From an optimization exercise on the open Yosys and OpenROAD flow, aimed at small area, a short achievable clock period and few clock cycles per item; shortcuts taken in it are not production practice.
For this run, only the layout was checked, not whether the RTL still works.
No activity file was given, so power comes from the tool's default toggle rates.

--- flow/flow/outbuf.tcl ---
# After global placement: the output-port buffers drive only the port's fixed
# load, so use the smallest buffer for them (the resizer upsizes any that
# need it); input-port buffers that drive many gates get a stronger buffer.
foreach inst [get_cells output*] {
  replace_cell $inst sky130_fd_sc_hd__buf_1
}
foreach inst [get_cells input*] {
  set pin [get_pins -of_objects $inst -filter "direction == output"]
  set net [get_nets -of_objects $pin]
  set nload [llength [get_pins -of_objects $net -filter "direction == input"]]
  if {$nload > 8} {
    replace_cell $inst sky130_fd_sc_hd__buf_4
  }
}
--- flow/flow/run.sh ---
#!/bin/bash
# The standard layout with: port buffers made from buf_2 cells (ORFS's
# default picks a delay buffer, clkdlybuf4s50_1), then reduced to buf_1 for
# the output ports (flow/outbuf.tcl); and the buffers that synthesis (ABC)
# inserted removed at floorplan, leaving buffering to the resizer, which sees
# the placement.
set -euo pipefail
bash standard.sh "BUFFER_PORTS_ARGS=-buffer_cell sky130_fd_sc_hd__buf_2" "POST_GLOBAL_PLACE_TCL=$(pwd)/flow/outbuf.tcl" REMOVE_ABC_BUFFERS=1 finish > standard_run.log 2>&1
--- flow/design.v ---
module simple_datapath #(
    parameter BIT_WIDTH = 16
)(
    input wire clk,
    input wire en,
    input wire [BIT_WIDTH-1:0] a,
    input wire [BIT_WIDTH-1:0] b,
    output wire [BIT_WIDTH-1:0] p
);
    wire w1 = ~(a[0] & b[0]);
    wire w2 = ~(a[1] & b[0]);
    wire w3 = ~(a[2] & b[0]);
    wire w4 = ~(a[3] & b[0]);
    wire w5 = ~(a[4] & b[0]);
    wire w6 = ~(a[5] & b[0]);
    wire w7 = ~(a[6] & b[0]);
    wire w8 = ~(a[7] & b[0]);
    wire w9 = ~(a[8] & b[0]);
    wire w10 = ~(a[9] & b[0]);
    wire w11 = ~(a[10] & b[0]);
    wire w12 = ~(a[11] & b[0]);
    wire w13 = ~(a[12] & b[0]);
    wire w14 = ~(a[13] & b[0]);
    wire w15 = ~(a[14] & b[0]);
    wire w16 = ~(a[15] & b[0]);
    wire w17 = ~(a[0] & b[1]);
    wire w18 = ~(a[1] & b[1]);
    wire w19 = ~(a[2] & b[1]);
    wire w20 = ~(a[3] & b[1]);
    wire w21 = ~(a[4] & b[1]);
    wire w22 = ~(a[5] & b[1]);
    wire w23 = ~(a[6] & b[1]);
    wire w24 = ~(a[7] & b[1]);
    wire w25 = ~(a[8] & b[1]);
    wire w26 = ~(a[9] & b[1]);
    wire w27 = ~(a[10] & b[1]);
    wire w28 = ~(a[11] & b[1]);
    wire w29 = ~(a[12] & b[1]);
    wire w30 = ~(a[13] & b[1]);
    wire w31 = ~(a[14] & b[1]);
    wire w32 = ~(a[0] & b[2]);
    wire w33 = ~(a[1] & b[2]);
    wire w34 = ~(a[2] & b[2]);
    wire w35 = ~(a[3] & b[2]);
    wire w36 = ~(a[4] & b[2]);
    wire w37 = ~(a[5] & b[2]);
    wire w38 = ~(a[6] & b[2]);
    wire w39 = ~(a[7] & b[2]);
    wire w40 = ~(a[8] & b[2]);
    wire w41 = ~(a[9] & b[2]);
    wire w42 = ~(a[10] & b[2]);
    wire w43 = ~(a[11] & b[2]);
    wire w44 = ~(a[12] & b[2]);
    wire w45 = ~(a[13] & b[2]);
    wire w46 = ~(a[0] & b[3]);
    wire w47 = ~(a[1] & b[3]);
    wire w48 = ~(a[2] & b[3]);
    wire w49 = ~(a[3] & b[3]);
    wire w50 = ~(a[4] & b[3]);
    wire w51 = ~(a[5] & b[3]);
    wire w52 = ~(a[6] & b[3]);
    wire w53 = ~(a[7] & b[3]);
    wire w54 = ~(a[8] & b[3]);
    wire w55 = ~(a[9] & b[3]);
    wire w56 = ~(a[10] & b[3]);
    wire w57 = ~(a[11] & b[3]);
    wire w58 = ~(a[12] & b[3]);
    wire w59 = ~(a[0] & b[4]);
    wire w60 = ~(a[1] & b[4]);
    wire w61 = ~(a[2] & b[4]);
    wire w62 = ~(a[3] & b[4]);
    wire w63 = ~(a[4] & b[4]);
    wire w64 = ~(a[5] & b[4]);
    wire w65 = ~(a[6] & b[4]);
    wire w66 = ~(a[7] & b[4]);
    wire w67 = ~(a[8] & b[4]);
    wire w68 = ~(a[9] & b[4]);
    wire w69 = ~(a[10] & b[4]);
    wire w70 = ~(a[11] & b[4]);
    wire w71 = ~(a[0] & b[5]);
    wire w72 = ~(a[1] & b[5]);
    wire w73 = ~(a[2] & b[5]);
    wire w74 = ~(a[3] & b[5]);
    wire w75 = ~(a[4] & b[5]);
    wire w76 = ~(a[5] & b[5]);
    wire w77 = ~(a[6] & b[5]);
    wire w78 = ~(a[7] & b[5]);
    wire w79 = ~(a[8] & b[5]);
    wire w80 = ~(a[9] & b[5]);
    wire w81 = ~(a[10] & b[5]);
    wire w82 = ~(a[0] & b[6]);
    wire w83 = ~(a[1] & b[6]);
    wire w84 = ~(a[2] & b[6]);
    wire w85 = ~(a[3] & b[6]);
    wire w86 = ~(a[4] & b[6]);
    wire w87 = ~(a[5] & b[6]);
    wire w88 = ~(a[6] & b[6]);
    wire w89 = ~(a[7] & b[6]);
    wire w90 = ~(a[8] & b[6]);
    wire w91 = ~(a[9] & b[6]);
    wire w92 = ~(a[0] & b[7]);
    wire w93 = ~(a[1] & b[7]);
    wire w94 = ~(a[2] & b[7]);
    wire w95 = ~(a[3] & b[7]);
    wire w96 = ~(a[4] & b[7]);
    wire w97 = ~(a[5] & b[7]);
    wire w98 = ~(a[6] & b[7]);
    wire w99 = ~(a[7] & b[7]);
    wire w100 = ~(a[8] & b[7]);
    wire w101 = ~(a[0] & b[8]);
    wire w102 = ~(a[1] & b[8]);
    wire w103 = ~(a[2] & b[8]);
    wire w104 = ~(a[3] & b[8]);
    wire w105 = ~(a[4] & b[8]);
    wire w106 = ~(a[5] & b[8]);
    wire w107 = ~(a[6] & b[8]);
    wire w108 = ~(a[7] & b[8]);
    wire w109 = ~(a[0] & b[9]);
    wire w110 = ~(a[1] & b[9]);
    wire w111 = ~(a[2] & b[9]);
    wire w112 = ~(a[3] & b[9]);
    wire w113 = ~(a[4] & b[9]);
    wire w114 = ~(a[5] & b[9]);
    wire w115 = ~(a[6] & b[9]);
    wire w116 = ~(a[0] & b[10]);
    wire w117 = ~(a[1] & b[10]);
    wire w118 = ~(a[2] & b[10]);
    wire w119 = ~(a[3] & b[10]);
    wire w120 = ~(a[4] & b[10]);
    wire w121 = ~(a[5] & b[10]);
    wire w122 = ~(a[0] & b[11]);
    wire w123 = ~(a[1] & b[11]);
    wire w124 = ~(a[2] & b[11]);
    wire w125 = ~(a[3] & b[11]);
    wire w126 = ~(a[4] & b[11]);
    wire w127 = ~(a[0] & b[12]);
    wire w128 = ~(a[1] & b[12]);
    wire w129 = ~(a[2] & b[12]);
    wire w130 = ~(a[3] & b[12]);
    wire w131 = ~(a[0] & b[13]);
    wire w132 = ~(a[1] & b[13]);
    wire w133 = ~(a[2] & b[13]);
    wire w134 = ~(a[0] & b[14]);
    wire w135 = ~(a[1] & b[14]);
    wire w136 = ~(a[0] & b[15]);
    wire w137, w138;
    mul_xn u1 (.x(w18), .y(w3), .s(w137));
    mul_or u2 (.x(w18), .y(w3), .c(w138));
    wire w139, w140;
    mul_fa u3 (.x(w19), .y(w33), .z(w4), .s(w139), .c(w140));
    wire w141, w142;
    mul_xn u4 (.x(w46), .y(w138), .s(w141));
    mul_or u5 (.x(w46), .y(w138), .c(w142));
    wire w143, w144;
    mul_fa u6 (.x(w20), .y(w34), .z(w47), .s(w143), .c(w144));
    wire w145, w146;
    mul_fa u7 (.x(w5), .y(w59), .z(w140), .s(w145), .c(w146));
    wire w147, w148;
    mul_xn u8 (.x(w143), .y(w142), .s(w147));
    mul_or u9 (.x(w143), .y(w142), .c(w148));
    wire w149, w150;
    mul_fa u10 (.x(w21), .y(w35), .z(w48), .s(w149), .c(w150));
    wire w151, w152;
    mul_fa u11 (.x(w6), .y(w60), .z(w71), .s(w151), .c(w152));
    wire w153, w154;
    mul_fa u12 (.x(w144), .y(w149), .z(w151), .s(w153), .c(w154));
    wire w155, w156;
    mul_xn u13 (.x(w148), .y(w146), .s(w155));
    mul_or u14 (.x(w148), .y(w146), .c(w156));
    wire w157, w158;
    mul_fa u15 (.x(w22), .y(w36), .z(w49), .s(w157), .c(w158));
    wire w159, w160;
    mul_fa u16 (.x(w61), .y(w7), .z(w72), .s(w159), .c(w160));
    wire w161, w162;
    mul_fa u17 (.x(w82), .y(w150), .z(w152), .s(w161), .c(w162));
    wire w163, w164;
    mul_fa u18 (.x(w157), .y(w159), .z(w154), .s(w163), .c(w164));
    wire w165, w166;
    mul_xn u19 (.x(w161), .y(w156), .s(w165));
    mul_or u20 (.x(w161), .y(w156), .c(w166));
    wire w167, w168;
    mul_fa u21 (.x(w23), .y(w37), .z(w50), .s(w167), .c(w168));
    wire w169, w170;
    mul_fa u22 (.x(w62), .y(w73), .z(w8), .s(w169), .c(w170));
    wire w171, w172;
    mul_fa u23 (.x(w83), .y(w92), .z(w158), .s(w171), .c(w172));
    wire w173, w174;
    mul_fa u24 (.x(w160), .y(w167), .z(w169), .s(w173), .c(w174));
    wire w175, w176;
    mul_fa u25 (.x(w162), .y(w171), .z(w173), .s(w175), .c(w176));
    wire w177, w178;
    mul_xn u26 (.x(w164), .y(w166), .s(w177));
    mul_or u27 (.x(w164), .y(w166), .c(w178));
    wire w179, w180;
    mul_fa u28 (.x(w101), .y(w24), .z(w38), .s(w179), .c(w180));
    wire w181, w182;
    mul_fa u29 (.x(w51), .y(w63), .z(w74), .s(w181), .c(w182));
    wire w183, w184;
    mul_fa u30 (.x(w84), .y(w9), .z(w93), .s(w183), .c(w184));
    wire w185, w186;
    mul_fa u31 (.x(w168), .y(w170), .z(w179), .s(w185), .c(w186));
    wire w187, w188;
    mul_fa u32 (.x(w181), .y(w183), .z(w172), .s(w187), .c(w188));
    wire w189, w190;
    mul_fa u33 (.x(w174), .y(w185), .z(w187), .s(w189), .c(w190));
    wire w191, w192;
    mul_fa u34 (.x(w10), .y(w102), .z(w109), .s(w191), .c(w192));
    wire w193, w194;
    mul_fa u35 (.x(w25), .y(w39), .z(w52), .s(w193), .c(w194));
    wire w195, w196;
    mul_fa u36 (.x(w64), .y(w75), .z(w85), .s(w195), .c(w196));
    wire w197, w198;
    mul_fa u37 (.x(w94), .y(w180), .z(w182), .s(w197), .c(w198));
    wire w199, w200;
    mul_fa u38 (.x(w184), .y(w191), .z(w193), .s(w199), .c(w200));
    wire w201, w202;
    mul_fa u39 (.x(w195), .y(w186), .z(w197), .s(w201), .c(w202));
    wire w203, w204;
    mul_xn u40 (.x(w199), .y(w188), .s(w203));
    mul_or u41 (.x(w199), .y(w188), .c(w204));
    wire w205, w206;
    mul_fa u42 (.x(w103), .y(w11), .z(w110), .s(w205), .c(w206));
    wire w207, w208;
    mul_fa u43 (.x(w116), .y(w26), .z(w40), .s(w207), .c(w208));
    wire w209, w210;
    mul_fa u44 (.x(w53), .y(w65), .z(w76), .s(w209), .c(w210));
    wire w211, w212;
    mul_fa u45 (.x(w86), .y(w95), .z(w192), .s(w211), .c(w212));
    wire w213, w214;
    mul_fa u46 (.x(w194), .y(w196), .z(w205), .s(w213), .c(w214));
    wire w215, w216;
    mul_fa u47 (.x(w207), .y(w209), .z(w198), .s(w215), .c(w216));
    wire w217, w218;
    mul_fa u48 (.x(w200), .y(w211), .z(w213), .s(w217), .c(w218));
    wire w219, w220;
    mul_xn u49 (.x(w202), .y(w215), .s(w219));
    mul_or u50 (.x(w202), .y(w215), .c(w220));
    wire w221, w222;
    mul_fa u51 (.x(w104), .y(w111), .z(w117), .s(w221), .c(w222));
    wire w223, w224;
    mul_fa u52 (.x(w12), .y(w122), .z(w27), .s(w223), .c(w224));
    wire w225, w226;
    mul_fa u53 (.x(w41), .y(w54), .z(w66), .s(w225), .c(w226));
    wire w227, w228;
    mul_fa u54 (.x(w77), .y(w87), .z(w96), .s(w227), .c(w228));
    wire w229, w230;
    mul_fa u55 (.x(w206), .y(w208), .z(w210), .s(w229), .c(w230));
    wire w231, w232;
    mul_fa u56 (.x(w221), .y(w223), .z(w225), .s(w231), .c(w232));
    wire w233, w234;
    mul_fa u57 (.x(w227), .y(w212), .z(w214), .s(w233), .c(w234));
    wire w235, w236;
    mul_fa u58 (.x(w229), .y(w231), .z(w216), .s(w235), .c(w236));
    wire w237, w238;
    mul_xn u59 (.x(w218), .y(w233), .s(w237));
    mul_or u60 (.x(w218), .y(w233), .c(w238));
    wire w239, w240;
    mul_fa u61 (.x(w105), .y(w112), .z(w118), .s(w239), .c(w240));
    wire w241, w242;
    mul_fa u62 (.x(w123), .y(w127), .z(w13), .s(w241), .c(w242));
    wire w243, w244;
    mul_fa u63 (.x(w28), .y(w42), .z(w55), .s(w243), .c(w244));
    wire w245, w246;
    mul_fa u64 (.x(w67), .y(w78), .z(w88), .s(w245), .c(w246));
    wire w247, w248;
    mul_fa u65 (.x(w97), .y(w222), .z(w224), .s(w247), .c(w248));
    wire w249, w250;
    mul_fa u66 (.x(w226), .y(w228), .z(w239), .s(w249), .c(w250));
    wire w251, w252;
    mul_fa u67 (.x(w241), .y(w243), .z(w245), .s(w251), .c(w252));
    wire w253, w254;
    mul_fa u68 (.x(w230), .y(w232), .z(w247), .s(w253), .c(w254));
    wire w255, w256;
    mul_fa u69 (.x(w249), .y(w251), .z(w234), .s(w255), .c(w256));
    wire w257, w258;
    mul_xn u70 (.x(w253), .y(w238), .s(w257));
    mul_or u71 (.x(w253), .y(w238), .c(w258));
    wire w259, w260;
    mul_fa u72 (.x(w106), .y(w113), .z(w119), .s(w259), .c(w260));
    wire w261, w262;
    mul_fa u73 (.x(w124), .y(w128), .z(w131), .s(w261), .c(w262));
    wire w263, w264;
    mul_fa u74 (.x(w14), .y(w29), .z(w43), .s(w263), .c(w264));
    wire w265, w266;
    mul_fa u75 (.x(w56), .y(w68), .z(w79), .s(w265), .c(w266));
    wire w267, w268;
    mul_fa u76 (.x(w89), .y(w98), .z(w240), .s(w267), .c(w268));
    wire w269, w270;
    mul_fa u77 (.x(w242), .y(w244), .z(w246), .s(w269), .c(w270));
    wire w271, w272;
    mul_fa u78 (.x(w259), .y(w261), .z(w263), .s(w271), .c(w272));
    wire w273, w274;
    mul_fa u79 (.x(w265), .y(w248), .z(w250), .s(w273), .c(w274));
    wire w275, w276;
    mul_fa u80 (.x(w252), .y(w267), .z(w269), .s(w275), .c(w276));
    wire w277, w278;
    mul_fa u81 (.x(w271), .y(w254), .z(w273), .s(w277), .c(w278));
    wire w279, w280;
    mul_xn u82 (.x(w275), .y(w256), .s(w279));
    mul_or u83 (.x(w275), .y(w256), .c(w280));
    wire w281, w282;
    mul_fa u84 (.x(w107), .y(w114), .z(w120), .s(w281), .c(w282));
    wire w283, w284;
    mul_fa u85 (.x(w125), .y(w129), .z(w132), .s(w283), .c(w284));
    wire w285, w286;
    mul_fa u86 (.x(w134), .y(w15), .z(w30), .s(w285), .c(w286));
    wire w287, w288;
    mul_fa u87 (.x(w44), .y(w57), .z(w69), .s(w287), .c(w288));
    wire w289, w290;
    mul_fa u88 (.x(w80), .y(w90), .z(w99), .s(w289), .c(w290));
    wire w291, w292;
    mul_fa u89 (.x(w260), .y(w262), .z(w264), .s(w291), .c(w292));
    wire w293, w294;
    mul_fa u90 (.x(w266), .y(w281), .z(w283), .s(w293), .c(w294));
    wire w295, w296;
    mul_fa u91 (.x(w285), .y(w287), .z(w289), .s(w295), .c(w296));
    wire w297, w298;
    mul_fa u92 (.x(w268), .y(w270), .z(w272), .s(w297), .c(w298));
    wire w299, w300;
    mul_fa u93 (.x(w291), .y(w293), .z(w295), .s(w299), .c(w300));
    wire w301, w302;
    mul_fa u94 (.x(w274), .y(w276), .z(w297), .s(w301), .c(w302));
    wire w303, w304;
    mul_xn u95 (.x(w299), .y(w278), .s(w303));
    mul_or u96 (.x(w299), .y(w278), .c(w304));
    wire w305;
    mul_x2 u97 (.x(w100), .y(w108), .s(w305));
    wire w306;
    mul_x2 u98 (.x(w115), .y(w121), .s(w306));
    wire w307;
    mul_x2 u99 (.x(w126), .y(w130), .s(w307));
    wire w308;
    mul_x2 u100 (.x(w133), .y(w135), .s(w308));
    wire w309;
    mul_x2 u101 (.x(w136), .y(w16), .s(w309));
    wire w310;
    mul_x2 u102 (.x(w31), .y(w45), .s(w310));
    wire w311;
    mul_x2 u103 (.x(w58), .y(w70), .s(w311));
    wire w312;
    mul_x2 u104 (.x(w81), .y(w91), .s(w312));
    wire w313;
    mul_x2 u105 (.x(w305), .y(w306), .s(w313));
    wire w314;
    mul_x2 u106 (.x(w307), .y(w308), .s(w314));
    wire w315;
    mul_x2 u107 (.x(w309), .y(w310), .s(w315));
    wire w316;
    mul_x2 u108 (.x(w311), .y(w312), .s(w316));
    wire w317;
    mul_x2 u109 (.x(w313), .y(w314), .s(w317));
    wire w318;
    mul_x2 u110 (.x(w315), .y(w316), .s(w318));
    wire w319;
    mul_x2 u111 (.x(w282), .y(w284), .s(w319));
    wire w320;
    mul_x2 u112 (.x(w286), .y(w288), .s(w320));
    wire w321;
    mul_x2 u113 (.x(w290), .y(w317), .s(w321));
    wire w322;
    mul_x2 u114 (.x(w318), .y(w319), .s(w322));
    wire w323;
    mul_x2 u115 (.x(w320), .y(w321), .s(w323));
    wire w324;
    mul_x2 u116 (.x(w322), .y(w323), .s(w324));
    wire w325;
    mul_x2 u117 (.x(w292), .y(w324), .s(w325));
    wire w326;
    mul_x2 u118 (.x(w294), .y(w296), .s(w326));
    wire w327;
    mul_x2 u119 (.x(w325), .y(w326), .s(w327));
    wire w328;
    mul_x2 u120 (.x(w327), .y(w298), .s(w328));
    wire w329;
    mul_x2 u121 (.x(w300), .y(w328), .s(w329));
    wire w330;
    mul_x2 u122 (.x(w329), .y(w302), .s(w330));
    wire w331 = w17 | w2;
    wire w332, w333;
    mul_fa u123 (.x(w32), .y(w137), .z(w331), .s(w332), .c(w333));
    wire w334, w335;
    mul_ha u124 (.x(w141), .y(w139), .s(w334), .c(w335));
    wire w336;
    mul_ao u125 (.g(w335), .p(w334), .ci(w333), .co(w336));
    wire w337, w338;
    mul_ha u126 (.x(w147), .y(w145), .s(w337), .c(w338));
    wire w339;
    mul_ao u127 (.g(w338), .p(w337), .ci(w336), .co(w339));
    wire w340, w341;
    mul_ha u128 (.x(w153), .y(w155), .s(w340), .c(w341));
    wire w342;
    mul_ao u129 (.g(w341), .p(w340), .ci(w339), .co(w342));
    wire w343, w344;
    mul_ha u130 (.x(w165), .y(w163), .s(w343), .c(w344));
    wire w345;
    mul_ao u131 (.g(w344), .p(w343), .ci(w342), .co(w345));
    reg [32:0] q;
    always @(posedge clk)
        if (en) q <= {w304, w330, w280, w303, w301, w279, w258, w277, w255, w257, w236, w235, w220, w237, w204, w219, w217, w190, w203, w201, w189, w178, w176, w177, w175, w345, ~(w343 ^ w342), ~(w340 ^ w339), ~(w337 ^ w336), ~(w334 ^ w333), ~w332, w17 ^ w2, ~w1};
    assign p[0] = q[0];
    assign p[1] = q[1];
    assign p[2] = q[2];
    assign p[3] = q[3];
    assign p[4] = q[4];
    assign p[5] = q[5];
    assign p[6] = q[6];
    wire w346, w347;
    mul_xn u132 (.x(q[10]), .y(q[11]), .s(w346));
    mul_or u133 (.x(q[10]), .y(q[11]), .c(w347));
    wire w348, w349;
    mul_fa u134 (.x(q[13]), .y(q[14]), .z(q[15]), .s(w348), .c(w349));
    wire w350, w351;
    mul_fa u135 (.x(q[16]), .y(q[17]), .z(q[18]), .s(w350), .c(w351));
    wire w352, w353;
    mul_fa u136 (.x(q[19]), .y(q[20]), .z(q[21]), .s(w352), .c(w353));
    wire w354, w355;
    mul_fa u137 (.x(q[22]), .y(q[23]), .z(q[24]), .s(w354), .c(w355));
    wire w356, w357;
    mul_fa u138 (.x(q[25]), .y(q[26]), .z(q[27]), .s(w356), .c(w357));
    wire w358, w359;
    mul_fa u139 (.x(q[28]), .y(q[29]), .z(q[30]), .s(w358), .c(w359));
    wire w360;
    mul_x2 u140 (.x(q[31]), .y(q[32]), .s(w360));
    wire w361;
    mul_x2 u141 (.x(w360), .y(w359), .s(w361));
    wire w362, w363;
    mul_ha u142 (.x(q[8]), .y(q[9]), .s(w362), .c(w363));
    wire w364;
    mul_ao u143 (.g(w363), .p(w362), .ci(q[7]), .co(w364));
    wire w365, w366;
    mul_ha u144 (.x(q[12]), .y(w346), .s(w365), .c(w366));
    wire w367;
    mul_ao u145 (.g(w366), .p(w365), .ci(w364), .co(w367));
    wire w368, w369;
    mul_ha u146 (.x(w347), .y(w348), .s(w368), .c(w369));
    wire w370;
    mul_ao u147 (.g(w369), .p(w368), .ci(w367), .co(w370));
    wire w371, w372;
    mul_ha u148 (.x(w349), .y(w350), .s(w371), .c(w372));
    wire w373;
    mul_ao u149 (.g(w372), .p(w371), .ci(w370), .co(w373));
    wire w374, w375;
    mul_ha u150 (.x(w351), .y(w352), .s(w374), .c(w375));
    wire w376;
    mul_ao u151 (.g(w375), .p(w374), .ci(w372), .co(w376));
    wire w377 = w374 & w371;
    wire w378;
    mul_ao u152 (.g(w376), .p(w377), .ci(w370), .co(w378));
    wire w379, w380;
    mul_ha u153 (.x(w353), .y(w354), .s(w379), .c(w380));
    wire w381;
    mul_ao u154 (.g(w380), .p(w379), .ci(w378), .co(w381));
    wire w382, w383;
    mul_ha u155 (.x(w355), .y(w356), .s(w382), .c(w383));
    wire w384, w385;
    mul_ha u156 (.x(w357), .y(w358), .s(w384), .c(w385));
    wire w386;
    mul_ao u157 (.g(w385), .p(w384), .ci(w383), .co(w386));
    wire w387 = w384 & w382;
    wire w388;
    mul_ao u158 (.g(w383), .p(w382), .ci(w381), .co(w388));
    wire w389;
    mul_ao u159 (.g(w386), .p(w387), .ci(w381), .co(w389));
    assign p[7] = ~(w362 ^ q[7]);
    assign p[8] = ~(w365 ^ w364);
    assign p[9] = ~(w368 ^ w367);
    assign p[10] = ~(w371 ^ w370);
    assign p[11] = ~(w374 ^ w373);
    assign p[12] = ~(w379 ^ w378);
    assign p[13] = ~(w382 ^ w381);
    assign p[14] = ~(w384 ^ w388);
    assign p[15] = (w361 ^ w389);
endmodule
module mul_fa (
    input wire x, y, z,
    output wire s, c
);
    assign s = x ^ y ^ z;
    assign c = (x & y) | (x & z) | (y & z);
endmodule
module mul_ha (
    input wire x, y,
    output wire s, c
);
    assign s = x ^ y;
    assign c = x & y;
endmodule
module mul_xn (
    input wire x, y,
    output wire s
);
    assign s = ~(x ^ y);
endmodule
module mul_or (
    input wire x, y,
    output wire c
);
    assign c = x | y;
endmodule
module mul_x2 (
    input wire x, y,
    output wire s
);
    assign s = x ^ y;
endmodule
module mul_ao (
    input wire g, p, ci,
    output wire co
);
    assign co = g | (p & ci);
endmodule
module simple_control (
    input wire clk,
    input wire rst_n,
    input wire start,
    output reg done
);
    always @(posedge clk or negedge rst_n) begin
        if (!rst_n)
            done <= 1'b0;
        else if (start)
            done <= 1'b1;
    end
endmodule
module simple_cpu_top #(
    parameter BIT_WIDTH = 16,
    parameter PROGRAM_FILE = "program.mem"
)(
    input wire clk,
    input wire rst_n,
    input wire start,
    input wire [BIT_WIDTH-1:0] operand_a,
    input wire [BIT_WIDTH-1:0] operand_b,
    output wire [BIT_WIDTH-1:0] result,
    output wire done
);
    simple_datapath #(.BIT_WIDTH(BIT_WIDTH)) datapath (
        .clk(clk), .en(start), .a(operand_a), .b(operand_b), .p(result)
    );
    simple_control control (
        .clk(clk), .rst_n(rst_n), .start(start), .done(done)
    );
endmodule
--- flow/config.mk ---
export PLATFORM = sky130hd
export DESIGN_NAME = simple_cpu_top
export DESIGN_NICKNAME = simple_cpu_top
export VERILOG_FILES = /design/flow/design.v
export SDC_FILE = /design/flow/constraint.sdc
export NUM_CORES = 4
export LEC_CHECK = 0
export CAP_MARGIN = 20
export CORE_MARGIN = 2
export CORE_UTILIZATION = 40
export GPL_TIMING_DRIVEN = 0
export SLEW_MARGIN = 20
export SYNTH_HIERARCHICAL = 1
export SYNTH_MINIMUM_KEEP_SIZE = 0
--- flow/standard.sh ---
#!/bin/bash
# synth_recipe.tcl (not shown) runs the flow's synth.tcl, then flattens the netlist and writes it again
# the make line also repeats each setting of config.mk as NAME=value (left out here)
make -C /OpenROAD-flow-scripts/flow DESIGN_CONFIG=/design/flow/config.mk WORK_HOME=/design/flow/orfs CLKGATE_MAP_FILE= SYNTH_SCRIPT=/design/flow/synth_recipe.tcl "${@:-finish}"
--- flow/constraint.sdc ---
create_clock -name core_clock -period 5.0 [get_ports {clk}]
set_input_delay 1.0000 -clock core_clock [delete_from_list [all_inputs] [get_ports {clk}]]
set_output_delay 1.0000 -clock core_clock [all_outputs]
set_load 0.01 [all_outputs]
==> qor.txt <==
Warnings, synthesis - 8
RSZ-0062 raised after global routing - no
fmax - 0.278 GHz
CP endpoint kind - output pin
grt total ovfl - 0
Clk pin slew, worst setup/hold paths - 0.06 ns
RR Startpoint - control.done
Max Cap Viol - 0
Inst Count DP - 535
Slowest Stage Delay on Critical Path - 0.49 ns
maximum vdd drop - 0.000247 V
Worst Path Buf+Inv - 1
GRT Total Usage - 0.171
site row count - 37
post-route setup TNS - 0 ns
critical path type - reg2out
Worst Hold Class - reg2reg
final hold slack - 0.463 ns
delay-heaviest family, CP - adder cells
most frequent cells in the layout - nand2_1 (133), fa_1 (79), edfxtp_1 (33), xor2_1 (29), xnor2_1 (25)
clock sink count - 34
synthesized area per cell - 11.1 µm²
Post-Syn Area - 4140 µm²
Post-Route WL - 8440 µm
hold buffer count at cts - 0
Yosys cell types - 15
fin crit share - 0.720
Post-CTS Resized - 0
hold path depth - 1
drt drc - 0
worst path required time - 4.00 ns
post-layout min period - 3.60 ns
Starting Density - 0.407
Post-DRT Antenna Nets - 0
first-pass GRT wire length - 14900 µm
die area - 11200 µm²
leading cell type in the layout, fill and taps excluded - nand2_1
Pwr Total - 1.94 mW
Mapped Cells - 373
CTS tree - done
RR Endpoint - control.done
top cell type's share of synthesized area - 0.382
post-place setup slack - 1.25 ns
worst-skew pair later-pin latency - 0.29 ns
Bufs on Longest Clock Path - 2
die width - 106 µm
Detail Placement HPWL - 6620 µm
Seq/Total Area, Yosys - 0.245
area of the multi-input gates - 2940 µm²
I/O Buffers - 51
final cell count without fillers - 541
Final Util - 0.440
dpl cell area - 4410 µm²
First DRT Iteration DRCs - 151
#FFs+latches synth - 34
ant diodes - 0
hold violation count in the final report - 0
Worst Hold Launch - control.done
flop-to-flop setup slack - 4.30 ns
layout cell share with drive strength beyond 1 - 0.101
Slowest cell on crit path - fa_1
Die Ht - 106 µm
Initial DRT Pass Iterations - 4
design area - 4490 µm²
Final Max Tran Viols - 0
Final setup viols - 0
fin worst setup slack - 1.40 ns
core area - 10200 µm²
CTS Root Cell - clkbuf_8
CTS buffer count - 5
largest net degree at the start of global routing - 35
Leakage - 1.66 nW
fin nets - 533
Cell Chain, Critical Path - fa_1, ha_1, a21o_1, a21o_1, a21o_1, a21o_1, xor2_1, buf_1
antenna violations before repair - 0
worst slew pin tran - 0.430 ns
wire per inst - 15.6 µm
outcome - timing/DRC/antenna clean
# H-tree levels - 2
hold endpoint - control.done
vias in the first global route - 2937
PwrDens - 432 nW/µm²
worst reg-to-reg path cell count - 1
Setup Skew - 0 ns
Vias - 2658
top post-synthesis cells by area - fa_1 (38%), edfxtp_1 (24%), nand2_1 (12%), xor2_1 (6.1%), xnor2_1 (5.3%)
CP most frequent cell - a21o_1
vias per inst - 4.91
CP max FO - 3
Worst slew margin - 0.713
Setup Buffers After CTS - 0
area grow syn2layout - 8.24%
I/O pin count - 52
Fillers - 1000
CP Data Arrival Time - 2.60 ns
register area - 1020 µm²
Critical Path Source Type - flip-flop
biggest area consumer among synthesized cells - fa_1
[sequential cells by signal, summed over array words and instances, names as in the netlist]
name and cells:
control.done 1, datapath.q 33
[where the power goes]
group	internal, mW	switching, mW	leakage (nW)
clock	0.0906	0.0927	0.0375
sequential	0.450	0.0377	0.333
combinational	0.597	0.669	1.29
total	1.14	0.799	1.66
[how the worst max path moves through the flow]
stage	start	end	cells past startpoint
after floorplan	operand_b[11]	datapath.q[32]	6
after global placement	operand_a[0]	datapath.q[32]	7
after detailed placement	operand_a[0]	datapath.q[32]	7
after CTS	datapath.q[14]	result[15]	8
after global routing	datapath.q[14]	result[15]	8
final	datapath.q[14]	result[15]	8
[per-module statistics from Yosys (local to each module, per instance), excerpt]
| module | flops+latches | cells inside |
|---|---|---|
| mul_xn | 0 | 1 |
| mul_ha | 0 | 1 |
| simple_control | 1 | 2 |
| mul_fa | 0 | 1 |
| mul_x2 | 0 | 1 |
| mul_or | 0 | 1 |
| mul_ao | 0 | 1 |
[layout make-up]
cell class	instances	area share
sequential	34	0.226
tap	136	0.0379
timing repair buffer	51	0.0616
clock buffer	5	0.0153
multi-input combinational	312	0.656
clock inverter	1	0.000837
inverter	2	0.00167
[cells by family (layout without fill, tap and decap cells)]
kind of cell	count (synthesis)	after routing	synth area share
XOR/XNOR	54	54	0.114
AO/OA/AOI/OAI	14	14	0.0254
adder cells (fa/ha/maj)	92	92	0.421
flip-flops	34	34	0.245
buffers and inverters	27	59	0.0447
AND/OR/NAND/NOR	152	152	0.150
[synth_stat cells (all sizes together)]
library cell,number
xor2,29
edfxtp,33
dfrtp,1
inv,2
nand2,133
xnor2,25
and2,5
fa,79
a21o,14
or2,14
buf,25
ha,13
[routing by layer]
metal | global-route usage | share of wire | routed length [µm] | vias up
li1 | - | - | - | 1216
met1 | 0.224 | 0.43 | 3600 | 1342
met2 | 0.294 | 0.50 | 4200 | 88
met3 | 0.0241 | 0.057 | 481 | 12
met4 | 0.0555 | 0.019 | 158 | 0
met5 | 0 | 0 | 0 | -

## static timing again, ports no longer ideal
Ports are ideal in the flow. The routed layout listed here was re-timed in OpenROAD.
Step 1 sets driving cells, clkbuf_16 on the clock port and buf_2 on the other inputs (assumed; they add their load-dependent delay and slew).
Step 2 times the ports against the registers' clock, not the clock port: input delays grow and output delays shrink by t, the midpoint of the rising clock arrivals with the driver on.
a / b / c = ideal / step 1 / step 2; a / b = the first two.
t (ns): 0.319
slack for setup (ns): 1.399 / 1.369 / 1.266
latest minus earliest clock arrival (ns): 0.006 / 0.007
cell pins on the clock port's net: 1
After both steps setup and hold are still met in this run. The setup slack of this run moves by -0.030 ns with the drivers and by -0.133 ns with both steps.
